Source: an optimization exercise on an open RTL-to-GDS flow (aim: small area and a short achievable clock period). Production flows keep margins and buffers that such runs may drop.
RTL that was checked went through simulation tests only; none was proved equivalent to the original.
For run 2, only the layout was checked, not whether the RTL still works.

$ cat design/flow/config.mk
export PLATFORM = sky130hd
export DESIGN_NAME = fft
export DESIGN_NICKNAME = fft
export VERILOG_FILES = /design/flow/design.v
export SDC_FILE = /design/flow/constraint.sdc
export NUM_CORES = 8
export LEC_CHECK = 0
export CAP_MARGIN = 20
export CORE_MARGIN = 2
export CORE_UTILIZATION = 40
export SLEW_MARGIN = 20
$ cat design/flow/constraint.sdc
create_clock -name core_clock -period 72.0 [get_ports {clk}]
set_input_delay 14.4000 -clock core_clock [delete_from_list [all_inputs] [get_ports {clk}]]
set_output_delay 14.4000 -clock core_clock [all_outputs]
set_load 0.01 [all_outputs]
$ cat design/flow/design.v
module stage1(x0,x4,x2,x6, y0r,y0i,y1r,y1i,y2r,y2i,y3r,y3i);
input [31:0] x0,x4,x2,x6;
output reg[31:0] y0r,y1r,y2r,y3r,y0i,y1i,y2i,y3i;
reg [31:0] A,B,C,D,x4bar,x6bar,Cbar,Dbar;
always@(x0 or x4 or x2 or x6) 
begin
x4bar=comp(x4);  
x6bar=comp(x6);
A=fpaddsub(x0,x4);  
B=fpaddsub(x0,x4bar); 
C=fpaddsub (x2,x6); 
D=fpaddsub (x2,x6bar); 
Cbar=comp (C);
Dbar=comp (D);
y0r=fpaddsub(A,C); 
y0i=0; 
y1r=B;  
y1i=Dbar; 
y2r=fpaddsub(A,Cbar); 
y2i=0; 
y3r=B; 
y3i=D;  
end
function [31:0]fmul;
input [31:0] num1;
reg [31:0] num2;
reg [47:0]temp;
reg sgn_out;
reg [7:0]exp_res;
reg [23:0]multiplier,multiplicand;
integer i,a;
reg[5:0]count;
begin:mul
count=0;
temp=48'b0;
num2=32'b0_01111110_01101001111110111110100; 
multiplier={1'b1,num1[22:0]};
multiplicand={1'b1,num2[22:0]};
for(i=0; i<24; i=i+1)
          if( multiplier[i] == 1'b1 ) temp = temp + ( multiplicand << i );
if(temp[22]==1) temp={temp[47:23],1'b1,22'b0};
else temp={temp[47:23],1'b0,22'b0};
a=temp[47];
for(i=0; i< 24; i=i+1)
begin
case(a)
0:begin
temp=temp<<1;
a=temp[47];
count=count+1;
end
1:begin
temp=temp<<1;
a=2;
if(count==0) count=2;
end
default:a=2;
endcase
end
 exp_res=num1[30:23]+num2[30:23]-127+count-1;
sgn_out=num1[31]^num2[31];
fmul={sgn_out,exp_res,temp[47:25]} ;   
end
endfunction
function [31:0]fpaddsub;
input[31:0] a,b; 
reg [31:0] c; 
reg [7:0] exp_a,exp_b; 
reg signed [7:0] exp_diff; 
reg [7:0] exp_c;
reg [23:0] mant_a,mant_b; 
reg [23:0] mant_c;  
reg sign_a,sign_b,sign_c,carry;  
integer i,count;
reg[1:0] z;
begin:add
carry=0;
count=0;
c=32'b0;
exp_a = a[30:23];
exp_b = b[30:23];
sign_a = a[31];
sign_b = b[31];
mant_a = {1'b1,a[22:0]};
mant_b = {1'b1,b[22:0]};
exp_diff =exp_a - exp_b;
	if(exp_diff <0) 
	begin
        mant_a = mant_a >>(-1*exp_diff);
	exp_c = exp_b;
        end
	else
	begin
	mant_b = mant_b >> exp_diff;  
	exp_c = exp_a;
        end
if(sign_a^sign_b)
begin
if(exp_diff>=0)
begin 
if(mant_a>mant_b)
begin mant_c=mant_a-mant_b;end 
else begin mant_c=mant_b-mant_a; end 
end
else 
begin
if(mant_a>mant_b)begin mant_c=mant_a-mant_b;end 
else begin mant_c=mant_b-mant_a; end 
end
if(exp_diff>0) sign_c=sign_a;
else if(exp_diff==0) begin sign_c=(mant_a>mant_b)?sign_a:sign_b; end
else sign_c=sign_b;
end
else
begin
{carry,mant_c} = mant_a + mant_b;
if(carry==1) begin exp_c=exp_c+1;mant_c={carry,mant_c[23:1]}; end
if(exp_diff>0) sign_c=sign_a;
else if(exp_diff==0) begin sign_c=(mant_a>mant_b)?sign_a:sign_b; end
else sign_c=sign_b;
end
z=mant_c[23];
for(i=0; i< 24; i=i+1)
begin
case(z)
2'b00:begin
mant_c=mant_c<<1;
z=mant_c[23];
count=count+1;
end
2'b01:begin
mant_c=mant_c<<1;
z=2'b10;
count=count+1;
end
default:z=2'b10;
endcase
end
count=count-1;
exp_c=exp_c-count;
fpaddsub={sign_c,exp_c,mant_c[23:1]};
end
endfunction
function [31:0]comp;
input [31:0]c;
begin comp={~c[31],c[30:0]}; end
endfunction
endmodule
module stage2(x0r,x0i,x1r,x1i,x2r,x2i,x3r,x3i,x4r,x4i,x5r,x5i,x6r,x6i,x7r,x7i,p,b,dbar,r,d,t,f,hbar,v,h);
input [31:0] p,b,dbar,r,d,t,f,hbar,v,h;
output reg[31:0] x0r,x0i,x1r,x1i,x2r,x2i,x3r,x3i,x4r,x4i,x5r,x5i,x6r,x6i,x7r,x7i;
reg [31:0] temp1,temp2,temp3,temp4,temp5;
always@(*)
begin
temp1=fmul(f);  
temp2=comp(temp1); 
temp3=fmul(h);  
temp4=fmul(hbar);  
x0r=fpaddsub(p,t);
x0i=0;
temp5=fpaddsub(b,temp1);  
x1r=fpaddsub(temp5,temp4); 
temp5=fpaddsub(dbar,temp2); 
x1i=fpaddsub(temp5,temp4); 
x2r=r;  
x2i=comp(v);  
temp5=fpaddsub(b,temp2); 
x3r=fpaddsub(temp5,temp3); 
temp5=fpaddsub(d,temp2); 
x3i=fpaddsub(temp5,temp3); 
temp5=comp(t);
x4r=fpaddsub(p,t);
x4i=0;
x5r=x3r;
x5i=comp(x3i);
x6r=x2r;
x6i=comp(x2i);
x7r=x1r;
x7i=comp(x1i);
end
function [31:0]fpaddsub;
input[31:0] a,b; 
reg [31:0] c; 
reg [7:0] exp_a,exp_b; 
reg signed [7:0] exp_diff; 
reg [7:0] exp_c;
reg [23:0] mant_a,mant_b; 
reg [23:0] mant_c;  
reg sign_a,sign_b,sign_c,carry;  
integer i,count;
reg[1:0] z;
begin:add
carry=0;
count=0;
c=32'b0;
exp_a = a[30:23];
exp_b = b[30:23];
sign_a = a[31];
sign_b = b[31];
mant_a = {1'b1,a[22:0]};
mant_b = {1'b1,b[22:0]};
exp_diff =exp_a - exp_b;
	if(exp_diff <0) 
	begin
        mant_a = mant_a >>(-1*exp_diff);
	exp_c = exp_b;
        end
	else
	begin
	mant_b = mant_b >> exp_diff;  
	exp_c = exp_a;
        end
if(sign_a^sign_b)
begin
if(exp_diff>=0)
begin 
if(mant_a>mant_b)
begin mant_c=mant_a-mant_b;end 
else begin mant_c=mant_b-mant_a; end 
end
else 
begin
if(mant_a>mant_b)begin mant_c=mant_a-mant_b;end 
else begin mant_c=mant_b-mant_a; end 
end
if(exp_diff>0) sign_c=sign_a;
else if(exp_diff==0) begin sign_c=(mant_a>mant_b)?sign_a:sign_b; end
else sign_c=sign_b;
end
else
begin
{carry,mant_c} = mant_a + mant_b;
if(carry==1) begin exp_c=exp_c+1;mant_c={carry,mant_c[23:1]}; end
if(exp_diff>0) sign_c=sign_a;
else if(exp_diff==0) begin sign_c=(mant_a>mant_b)?sign_a:sign_b; end
else sign_c=sign_b;
end
z=mant_c[23];
for(i=0; i< 24; i=i+1)
begin
case(z)
2'b00:begin
mant_c=mant_c<<1;
z=mant_c[23];
count=count+1;
end
2'b01:begin
mant_c=mant_c<<1;
z=2'b10;
count=count+1;
end
default:z=2'b10;
endcase
end
count=count-1;
exp_c=exp_c-count;
fpaddsub={sign_c,exp_c,mant_c[23:1]};
end
endfunction
function [31:0]comp;
input [31:0]c;
begin comp={~c[31],c[30:0]}; end
endfunction
function [31:0]fmul;
input [31:0] num1;
reg [31:0] num2;
reg [47:0]temp;
reg sgn_out;
reg [7:0]exp_res;
reg [23:0]multiplier,multiplicand;
integer i,a;
reg[5:0]count;
begin:mul
count=0;
temp=48'b0;
num2=32'b0_01111110_01101001111110111110100; 
multiplier={1'b1,num1[22:0]};
multiplicand={1'b1,num2[22:0]};
for(i=0; i<24; i=i+1)
          if( multiplier[i] == 1'b1 ) temp = temp + ( multiplicand << i );
if(temp[22]==1) temp={temp[47:23],1'b1,22'b0};
else temp={temp[47:23],1'b0,22'b0};
a=temp[47];
for(i=0; i< 24; i=i+1)
begin
case(a)
0:begin
temp=temp<<1;
a=temp[47];
count=count+1;
end
1:begin
temp=temp<<1;
a=2;
if(count==0) count=2;
end
default:a=2;
endcase
end
 exp_res=num1[30:23]+num2[30:23]-127+count-1;
sgn_out=num1[31]^num2[31];
fmul={sgn_out,exp_res,temp[47:25]} ;   
end
endfunction
endmodule
module mux8to1(X0r,X0i,X1r,X1i,X2r,X2i,X3r,X3i,X4r,X4i,X5r,X5i,X6r,X6i,X7r,X7i,real_out,img_out,s,clk);
input clk;
input[2:0]s;
input [31:0] X0r,X0i,X1r,X1i,X2r,X2i,X3r,X3i,X4r,X4i,X5r,X5i,X6r,X6i,X7r,X7i;
reg [63:0]out;
output [31:0]real_out,img_out;
always@(posedge clk)
begin
case(s)
3'b000:out={X0r,X0i};
3'b001:out={X1r,X1i};
3'b010:out={X2r,X2i};
3'b011:out={X3r,X3i};
3'b100:out={X4r,X4i};
3'b101:out={X5r,X5i};
3'b110:out={X6r,X6i};
3'b111:out={X7r,X7i};
endcase
end
assign real_out=out[63:32];
assign img_out=out[31:0];
endmodule
module fft(rst,s,x0,x1,x2,x3,x4,x5,x6,x7,real_out,img_out,clk);
input rst;
reg [31:0] q[7:0];
input [31:0] x0,x1,x2,x3,x4,x5,x6,x7;
input [2:0] s;
input clk;
output[31:0] real_out,img_out;
wire [31:0] ins[7:0];
wire [31:0] X0r,X0i,X1r,X1i,X2r,X2i,X3r,X3i,X4r,X4i,X5r,X5i,X6r,X6i,X7r,X7i;
wire [31:0] pr,pi,qr,qi,rr,ri,sr,si,tr,ti,ur,ui,vr,vi,wr,wi;
assign ins[0]=q[0],ins[1]=q[1],ins[2]=q[2],ins[3]=q[3],ins[4]=q[4],ins[5]=q[5],ins[6]=q[6],ins[7]=q[7];
stage1 s1(.x0(ins[0]),.x4(ins[4]),.x2(ins[2]),.x6(ins[6]),.y0r(pr),.y0i(pi),.y1r(qr),.y1i(qi),.y2r(rr),.y2i(ri),.y3r(sr),.y3i(si));
stage1 s2(.x0(ins[1]),.x4(ins[5]),.x2(ins[3]),.x6(ins[7]),.y0r(tr),.y0i(ti),.y1r(ur),.y1i(ui),.y2r(vr),.y2i(vi),.y3r(wr),.y3i(wi));
stage2 st2(X0r,X0i,X1r,X1i,X2r,X2i,X3r,X3i,X4r,X4i,X5r,X5i,X6r,X6i,X7r,X7i,pr,qr,qi,rr,si,tr,ur,ui,vr,wi);
mux8to1 m1(X0r,X0i,X1r,X1i,X2r,X2i,X3r,X3i,X4r,X4i,X5r,X5i,X6r,X6i,X7r,X7i,real_out,img_out,s,clk);
always @(posedge clk)
begin
if(rst) 
begin
q[0]<=32'b0;
q[1]<=32'b0;
q[2]<=32'b0;
q[3]<=32'b0;
q[4]<=32'b0;
q[5]<=32'b0;
q[6]<=32'b0;
q[7]<=32'b0;
end
else
begin
q[0]<=x0;
q[1]<=x1;
q[2]<=x2;
q[3]<=x3;
q[4]<=x4;
q[5]<=x5;
q[6]<=x6;
q[7]<=x7;
end
end
endmodule
$ cat design/flow/run.sh
#!/bin/bash
# synth_recipe.tcl (not shown) runs the flow's synth.tcl, then flattens the netlist and writes it again
# the make line also repeats each setting of config.mk as NAME=value (left out here)
make -C /OpenROAD-flow-scripts/flow DESIGN_CONFIG=/design/flow/config.mk WORK_HOME=/design/flow/orfs CLKGATE_MAP_FILE= SYNTH_SCRIPT=/design/flow/synth_recipe.tcl finish
==> results.tsv, run 1 <==
stage	metric	value	unit
status	status	no timing/DRC/antenna violations	
yosys	Post-Syn Area	0.250	mm²
timing	Rel. slew slack	0.0823	
critical_path	Setup crit end	m1.out[30]	
floorplan	Die Y	795	µm
yosys	Synth async-reset ratio	0	
clocking	Worst-path clk slew	80	ps
yosys	number of synthesized flops with an enable pin	0	
timing	crit share post-route	0.955	
floorplan	CORE AREA	0.623	mm²
yosys	post-synth top area share	0.0918	
finish	final core utilization	0.464	
clocking	Clock Tree Buf Depth	3	
clocking	worst-skew pair later-pin latency	800	ps
hold_path	Worst Hold Class	register to register	
global_route	total gr overflow	0	
yosys	flops & latches, synth	320	
yosys	area leader, netlist	ha_1	
critical_path	Worst R2R Path Depth	340	
yosys	unique cell type count in the Yosys netlist	175	
yosys	Cells after Synth	38700	
finish	share of cells above drive strength 1	0.149	
critical_path	Worst Path Required	72660	ps
finish	most frequent cells in the layout	4432 x nand2_1, 4416 x nor2_1, 3608 x buf_4	
drt	drt wl/cell	23.2	µm
finish	final net count	42700	
floorplan	die footprint	0.632	mm²
global_route	initial antenna violation count	27	
critical_path	max incr delay on CP	720	ps
floorplan	die width	795	µm
place	IO buf count	324	
yosys	post-synthesis area per instance	6.46	µm²
global_route	largest net degree at the start of global routing	99	
yosys	Yosys warning total	6	
critical_path	CP arrival	69420	ps
critical_path	Max FO, Critical Path	14	
floorplan	# IOs	325	
place	HPWL after DPL	946000	µm
finish	commonest non-fill, non-tap cell in the layout	nand2_1	
critical_path	Setup crit start kind	register	
critical_path	Setup crit end kind	register	
timing	# setup viols final	0	
drt	final antenna-violating net count	0	
timing	Fmax achieved	14.5	MHz
place	Routability Congestion	1.05	
global_route	first-pass GRT wire length	1710000	µm
critical_path	Setup Crit Path Kind	register to register	
drt	vias per cell	6.14	
global_route	GRT Util Overall	0.337	
timing	final hold viol count	0	
clocking	clock sink count	320	
critical_path	CP dominant cell by count	ha_1	
timing	worst slew pin tran	1340	ps
floorplan	row count	290	
critical_path	slowest CP cell	or4b_2	
clocking	H-Tree Level Count	2	
run	max_cap viols	0	
global_route	vias in the first global route	279000	
clocking	# hold bufs at CTS	0	
timing	Final Skew	42.5	ps
critical_path	Worst R2R Setup Slack	3240	ps
timing	sum of negative setup slack	0	ps
clocking	CTS Buf Count	42	
drt	DRT Wirelength	1140000	µm
critical_path	reg2reg start	q[5][24]	
yosys	main area contributors after synthesis	ha_1 9.2%, mux2i_1 7.9%, a21oi_1 6.8%	
drt	total number of vias	300000	
drt	Iter 0 DRT Violations	29400	
drt	DRT Pass-1 Iters	7	
critical_path	Crit Reg-Reg Endpoint	m1.out[30]	
clocking	root buf cell	clkbuf_16	
timing	Max Slew Vio Count	0	
drt	DRC	0	
floorplan	Initial Util	0.401	
finish	area grow syn2layout	15.5	%
yosys	register area share after synthesis	0.0256	
critical_path	crit path from	q[5][24]	
yosys	dominant synthesized flop cell	dfxtp_1	
clocking	TritonCTS clock tree	built	
timing	final critical-path required period	68760	ps
flip-flops by register name, summed over array words and instances, names as in the netlist:
register	cells
q	256
m1.out	64
metrics by stage:
step / cell area [µm²] / std cells / hold WS (ps) / setup WS [ps]
2_1_floorplan: 250000 / 38700 / 837 / 118
4_1_cts: 285000 / 48800 / 2000 / 54.3
5_1_grt: 289000 / 48900 / 2030 / -447
3_5_place_dp: 283000 / 48700 / 1980 / -651
3_3_place_gp: 283000 / 48700 / 1940 / -104
6_report: 289000 / 48900 / 1960 / 3240
worst max-delay path: cells and delay by family, from the launching register on:
family	cells	cell delay, ps
AOI/OAI and AO/OA	105	19080
adders and majority gates	57	16420
and+or+nand+nor	81	13930
muxes	28	7020
xor gates and xnor gates	28	6490
buffers and inverters	41	5210
DFF	1	340
per-layer routing:
layer,GRT usage,part of all wire,vias up
met5,0,0.000082,-
met1,0.449,0.44,143000
met3,0.0358,0.062,1775
met4,0.140,0.050,12
li1,-,-,145000
met2,0.553,0.45,10900
how the worst min path moves through the flow:
stage                       endpoint  depth (start not counted)  slack [ps]  startpoint
after floorplan           m1.out[63]                          4         840    q[0][31]
after global placement    m1.out[31]                          8        1940    q[5][31]
after detailed placement  m1.out[31]                          8        1980    q[5][31]
after CTS                 m1.out[31]                          8        2000    q[5][31]
after global routing      m1.out[31]                          8        2030    q[5][31]
final                     m1.out[31]                          8        1960    q[5][31]
layout make-up:
cell class                 instances  area, µm²
tap                             8322      10400
fill                           65800     334000
inverter                        1755       6620
timing repair inverter             1       5.00
sequential                       320       6410
clock inverter                    18        267
timing repair buffer            3987      31200
antenna                           15       37.5
multi-input combinational      34400     233000
clock buffer                      56       1180
Yosys cell counts, drive strengths merged (305+ instances only):
cell type / n
a211oi: 559
a21o: 492
a21oi: 3414
a31oi: 471
and2: 506
and3: 349
buf: 388
clkbuf: 1848
dfxtp: 320
ha: 1835
inv: 1718
mux2: 683
mux2i: 1993
nand2: 4450
nand2b: 385
nand3: 1126
nor2: 4494
nor2b: 526
nor3: 961
o211ai: 519
o21ai: 3024
o21bai: 457
o22ai: 346
o31ai: 307
or2: 321
or3: 305
xnor2: 1797
xor2: 799
cells by family (layout without fill, tap and decap cells):
group	count (synthesis)	after routing	synth area share
and+or+nand+nor	14600	14600	0.272
AOI/OAI and AO/OA	12400	12400	0.321
buffers and inverters	3992	5817	0.0622
muxes	2757	2758	0.118
xor gates and xnor gates	2690	2690	0.100
adders and majority gates	1968	1968	0.101
DFF	320	320	0.0256
other	2	23	0.0000300
timing repair:
action / in CTS / in global routing
resized for setup: 11 / 793
cloned: 0 / 6
setup endpoints to repair: 2 / 14
setup buffers: 3 / 124
pin swaps: 2 / 208
==> run 2: changes to the inputs <==
==> design/flow/design.v (replaced) <==
module fa_dual(input [31:0] a, input [31:0] b, output [31:0] y, output [31:0] z);
  wire sa = a[31], sb = b[31];
  wire [7:0] ea = a[30:23], eb = b[30:23];
  wire [22:0] fa = a[22:0], fb = b[22:0];
  wire [7:0] d = ea - eb;
  wire [7:0] dn = eb - ea;
  wire dz = (ea == eb);
  wire fgt = fa > fb;
  wire swap = d[7] | (dz & ~fgt);
  wire [7:0] sh = d[7] ? dn : d;
  wire [7:0] eg = swap ? eb : ea;
  wire [23:0] mg = {1'b1, swap ? fb : fa};
  wire [23:0] ml0 = {1'b1, swap ? fa : fb};
  wire [23:0] ml = (sh > 8'd23) ? 24'd0 : (ml0 >> sh[4:0]);
  wire [24:0] s = mg + ml;
  wire [22:0] fs = s[24] ? s[23:1] : s[22:0];
  wire [7:0] es = eg + {7'd0, s[24]};
  wire [23:0] df = mg - ml;
  reg [4:0] L;
  integer i;
  always @* begin
    L = 5'd23;
    for (i = 0; i < 24; i = i + 1)
      if (df[i]) L = 5'd23 - i[4:0];
  end
  wire [23:0] dn2 = df << L;
  wire [22:0] fd = dn2[22:0];
  wire [7:0] ed = eg - {3'd0, L};
  wire sy = swap ? sb : sa;
  wire sz = swap ? ~sb : sa;
  wire eff = sa ^ sb;
  assign y = eff ? {sy, ed, fd} : {sy, es, fs};
  assign z = eff ? {sz, es, fs} : {sz, ed, fd};
endmodule
module stage1(x0,x4,x2,x6,A,B,C,D);
  input [31:0] x0,x4,x2,x6;
  output [31:0] A,B,C,D;
  fa_dual u0(.a(x0), .b(x4), .y(A), .z(B));
  fa_dual u1(.a(x2), .b(x6), .y(C), .z(D));
endmodule
module fm707(input [31:0] a, output [31:0] y);
  wire [23:0] m = {1'b1, a[22:0]};
  wire [47:0] p = m * 24'hB4FDF4;
  assign y = p[47] ? {a[31], a[30:23], p[46:24]} : {a[31], a[30:23] - 8'd1, p[45:23]};
endmodule
module stage2(s,A1,B1,C1,D1,A2,B2,C2,D2,X,Y,M3);
  input [2:0] s;
  input [31:0] A1,B1,C1,D1,A2,B2,C2,D2;
  output [31:0] X,Y,M3;
  wire [31:0] M1;
  fm707 m1(.a(B2), .y(M1));
  fm707 m3(.a(D2), .y(M3));
  wire odd = s[0];
  wire rho = s[1] ^ s[2];
  wire sg = odd ? rho : s[1];
  wire [31:0] ra = odd ? B1 : A1;
  wire [31:0] rb = odd ? M1 : C1;
  wire [31:0] ia = odd ? D1 : A2;
  wire [31:0] ib = odd ? M1 : C2;
  wire [31:0] unused_x, unused_y;
  fa_dual ur(.a(ra), .b({rb[31] ^ sg, rb[30:0]}), .y(X), .z(unused_x));
  fa_dual ui(.a(ia), .b({ib[31] ^ sg, ib[30:0]}), .y(Y), .z(unused_y));
endmodule
module mux8to1(s,X,Y,M3,real_out,img_out);
  input [2:0] s;
  input [31:0] X,Y,M3;
  output [31:0] real_out,img_out;
  wire odd = s[0];
  wire rho = s[1] ^ s[2];
  wire [31:0] w = odd ? {M3[31] ^ ~rho, M3[30:0]} : Y;
  wire [31:0] rs, is, unused_r, unused_i;
  fa_dual ur(.a(X), .b(w), .y(rs), .z(unused_r));
  fa_dual ui(.a(Y), .b(M3), .y(is), .z(unused_i));
  assign real_out = (odd | ~s[1]) ? rs : X;
  assign img_out = odd ? {is[31] ^ ~s[1], is[30:0]} :
                   (~s[1] ? 32'd0 : {Y[31] ^ ~s[2], Y[30:0]});
endmodule
module fft(rst,s,x0,x1,x2,x3,x4,x5,x6,x7,real_out,img_out,clk);
input rst;
input [31:0] x0,x1,x2,x3,x4,x5,x6,x7;
input [2:0] s;
input clk;
output [31:0] real_out,img_out;
wire [31:0] A1,B1,C1,D1,A2,B2,C2,D2;
stage1 s1(.x0(x0),.x4(x4),.x2(x2),.x6(x6),.A(A1),.B(B1),.C(C1),.D(D1));
stage1 s2(.x0(x1),.x4(x5),.x2(x3),.x6(x7),.A(A2),.B(B2),.C(C2),.D(D2));
reg [31:0] qA1,qB1,qC1,qD1,qA2,qB2,qC2,qD2;
always @(posedge clk)
begin
if(rst)
begin
qA1<=32'h00800000; qB1<=32'hF4800000; qC1<=32'h00800000; qD1<=32'hF4800000;
qA2<=32'h00800000; qB2<=32'hF4800000; qC2<=32'h00800000; qD2<=32'hF4800000;
end
else
begin
qA1<=A1; qB1<=B1; qC1<=C1; qD1<=D1;
qA2<=A2; qB2<=B2; qC2<=C2; qD2<=D2;
end
end
wire [31:0] X,Y,M3;
stage2 st2(.s(s),.A1(qA1),.B1(qB1),.C1(qC1),.D1(qD1),.A2(qA2),.B2(qB2),.C2(qC2),.D2(qD2),.X(X),.Y(Y),.M3(M3));
reg [31:0] qX,qY,qM3;
reg [2:0] qs;
always @(posedge clk)
begin
qX<=X; qY<=Y; qM3<=M3; qs<=s;
end
mux8to1 m1(.s(qs),.X(qX),.Y(qY),.M3(qM3),.real_out(real_out),.img_out(img_out));
endmodule
==> run 2 against run 1 <==
Net effect:
- critical path depth is 288 lower
- first-iteration DRC count shrank 75%
- register-to-register slack improved by 48000 ps
- die area decreased by 62%
- highest routed layer unchanged
==> results.tsv, run 2 <==
stage	metric	value	unit
yosys	post-synthesis area per instance	7.83	µm²
global_route	total gr overflow	0	
finish	share of cells above drive strength 1	0.0703	
timing	RSZ-0062 raised after global routing	no	
drt	DRC	0	
drt	drt wl/cell	21.9	µm
global_route	largest net degree at the start of global routing	89	
drt	DRT Wirelength	330000	µm
critical_path	Worst R2R Setup Slack	51090	ps
timing	sum of negative setup slack	0	ps
yosys	Synth top cells by count	1533 x inv_1, 1146 x ha_1, 910 x nand2_1	
status	status	no timing/DRC/antenna violations	
place	HPWL after DPL	281000	µm
drt	total number of vias	88100	
timing	final critical-path required period	27840	ps
floorplan	Initial Util	0.403	
timing	Max Slew Vio Count	0	
finish	commonest non-fill, non-tap cell in the layout	inv_1	
yosys	Cells after Synth	12000	
critical_path	Worst Path Required	57600	ps
clocking	setup bufs post-CTS	0	
global_route	GRT Util Overall	0.269	
critical_path	crit path from	qs[0]	
yosys	dominant synthesized flop cell	dfxtp_1	
clocking	H-Tree Level Count	2	
timing	crit share post-route	0.387	
clocking	# resized after CTS	0	
yosys	post-synth top area share	0.153	
critical_path	Worst R2R Path Depth	69	
clocking	TritonCTS clock tree	built	
place	dpl cells	15000	
clocking	# hold bufs at CTS	0	
yosys	area leader, netlist	ha_1	
critical_path	slowest CP cell	buf_4	
timing	final hold viol count	0	
drt	final antenna-violating net count	0	
timing	worst slew pin tran	1270	ps
yosys	flops & latches, synth	355	
critical_path	max incr delay on CP	730	ps
critical_path	Max FO, Critical Path	88	
yosys	most common cell in the netlist	inv_1	
yosys	Post-Syn Area	0.0938	mm²
place	Routability Congestion	1.00	
finish	final cell count without fillers	15100	
floorplan	die width	488	µm
clocking	root buf cell	clkbuf_16	
place	IO buf count	324	
finish	fillers	23500	
critical_path	Crit Reg-Reg Endpoint	qX[30]	
floorplan	row count	177	
hold_path	hold path cells	0	
clocking	Clock Tree Buf Depth	3	
drt	DRT Pass-1 Iters	7	
floorplan	Die Y	488	µm
yosys	Yosys warning total	2	
timing	Rel. slew slack	0.153	
global_route	initial antenna violation count	5	
clocking	clock sink count	355	
drt	Iter 0 DRT Violations	7406	
finish	area grow syn2layout	8.06	%
critical_path	Setup crit end kind	output port	
finish	most frequent cells in the layout	1532 x inv_1, 1146 x ha_1, 909 x nand2_1	
finish	final net count	13900	
critical_path	Setup crit start kind	register	
hold_path	Hold Path End	qM3[31]	
yosys	unique cell type count in the Yosys netlist	119	
clocking	CTS Buf Count	40	
yosys	number of synthesized flops with an enable pin	0	
critical_path	reg2reg start	qB2[11]	
drt	vias per cell	5.84	
floorplan	# IOs	325	
clocking	worst-skew pair later-pin latency	630	ps
clocking	Worst-path clk slew	60	ps
yosys	register area share after synthesis	0.0758	
yosys	main area contributors after synthesis	ha_1 15%, fa_1 12%, dfxtp_1 7.6%	
run	max_cap viols	0	
floorplan	CORE AREA	0.233	mm²
critical_path	CP dominant cell by count	o21ai_0	
global_route	first-pass GRT wire length	511000	µm
timing	Final Skew	31.3	ps
yosys	Synth async-reset ratio	0	
floorplan	die footprint	0.238	mm²
critical_path	Setup Crit Path Kind	register to output port	
hold_path	Worst Hold Class	register to register	
timing	# setup viols final	0	
timing	Fmax achieved	35.9	MHz
critical_path	CP arrival	13440	ps
hold_path	hold wc startpoint	qD2[31]	
global_route	vias in the first global route	86200	
run 2: cell count changes after synthesis, sizes merged, moves of 487 or more:
cell / delta
xor2: -660
mux2i: -1322
nor3: -739
fa: +487
a21oi: -2540
ha: -689
nand3: -845
clkbuf: -1422
o21ai: -2442
xnor2: -1430
nand2: -3539
nor2: -3596
run 2: final cells by class:
class / instances / area (µm²) / area share
flip-flops and latches: 355 / 7110 / 0.0701
clock buffers: 50 / 1120 / 0.0110
diodes: 1 / 2.50 / 0.0000247
clock inverters: 21 / 305 / 0.00301
repair buffers: 429 / 4040 / 0.0399
inverters: 1550 / 5820 / 0.0574
well taps: 3132 / 3920 / 0.0387
multi-input cells: 9532 / 79100 / 0.780
run 2: worst max path at each step:
stage / endpoint / depth (start not counted) / slack [ps]
2_1_floorplan: qX[30] / 53 / 45540
3_3_place_gp: real_out[30] / 50 / 44960
3_5_place_dp: qX[30] / 47 / 44790
4_1_cts: real_out[30] / 50 / 44230
5_1_grt: real_out[30] / 52 / 43100
6_report: real_out[30] / 52 / 44160
run 2: cells by family after synthesis:
logic type / Yosys count / synth area share
AND/OR/NAND/NOR: 3147 / 0.158
AO/OA/AOI/OAI: 3051 / 0.214
buffers and inverters: 2100 / 0.0853
adder cells (fa/ha/maj): 1718 / 0.275
multiplexers: 1107 / 0.144
XOR/XNOR: 509 / 0.0481
flip-flops: 355 / 0.0758
run 2: through the flow:
stage               hold slack (ps)  cell area [µm²]  utilization  setup WS, ps
finish                          486           101000        0.435         44160
global route                    505           101000        0.435         43100
CTS                             494           101000        0.435         44230
detailed placement              471            99900        0.429         44790
global placement                464            99900        0.429         44960
floorplan                       310            93800            -         45540
run 2: routing by layer:
metal	up-vias	GRT usage	part of all wire
li1	42100	-	-
met1	42500	0.374	0.46
met2	3056	0.435	0.45
met3	463	0.0267	0.059
met4	4	0.0902	0.037
met5	-	0	0.000091
run 2: critical path, delay by kind of cell (launching register included):
kind	cells	cell delay, ps
and+or+nand+nor	8	950
adders and majority gates	4	1340
AOI/OAI and AO/OA	28	5950
muxes	3	1190
DFF	1	310
xor gates and xnor gates	2	360
buffers and inverters	7	2650

==> separate check: timing with driven ports <==
Ports are ideal in the flow. The routed layouts listed here were re-timed in OpenROAD.
Step 1 (the two cells are an assumption about what drives the block):
set clk [get_ports {clk}]
set_driving_cell -lib_cell sky130_fd_sc_hd__clkbuf_16 $clk
set_driving_cell -lib_cell sky130_fd_sc_hd__buf_2 [delete_from_list [all_inputs] $clk]
Step 2 also shifts input and output timing later by t, the mid clock arrival at the registers, as if the neighbouring blocks saw the same clock.
a / b / c = ideal / step 1 / step 2; a / b = the first two.
run | shift t [ns] | slack for setup (ns) | pins driven straight from the clock port
run 1 | 0.898 | 3.239 / 3.239 / 3.239 | 1
run 2 | 0.692 | 44.163 / 44.087 / 44.524 | 1
After both steps every run listed still meets setup and hold.
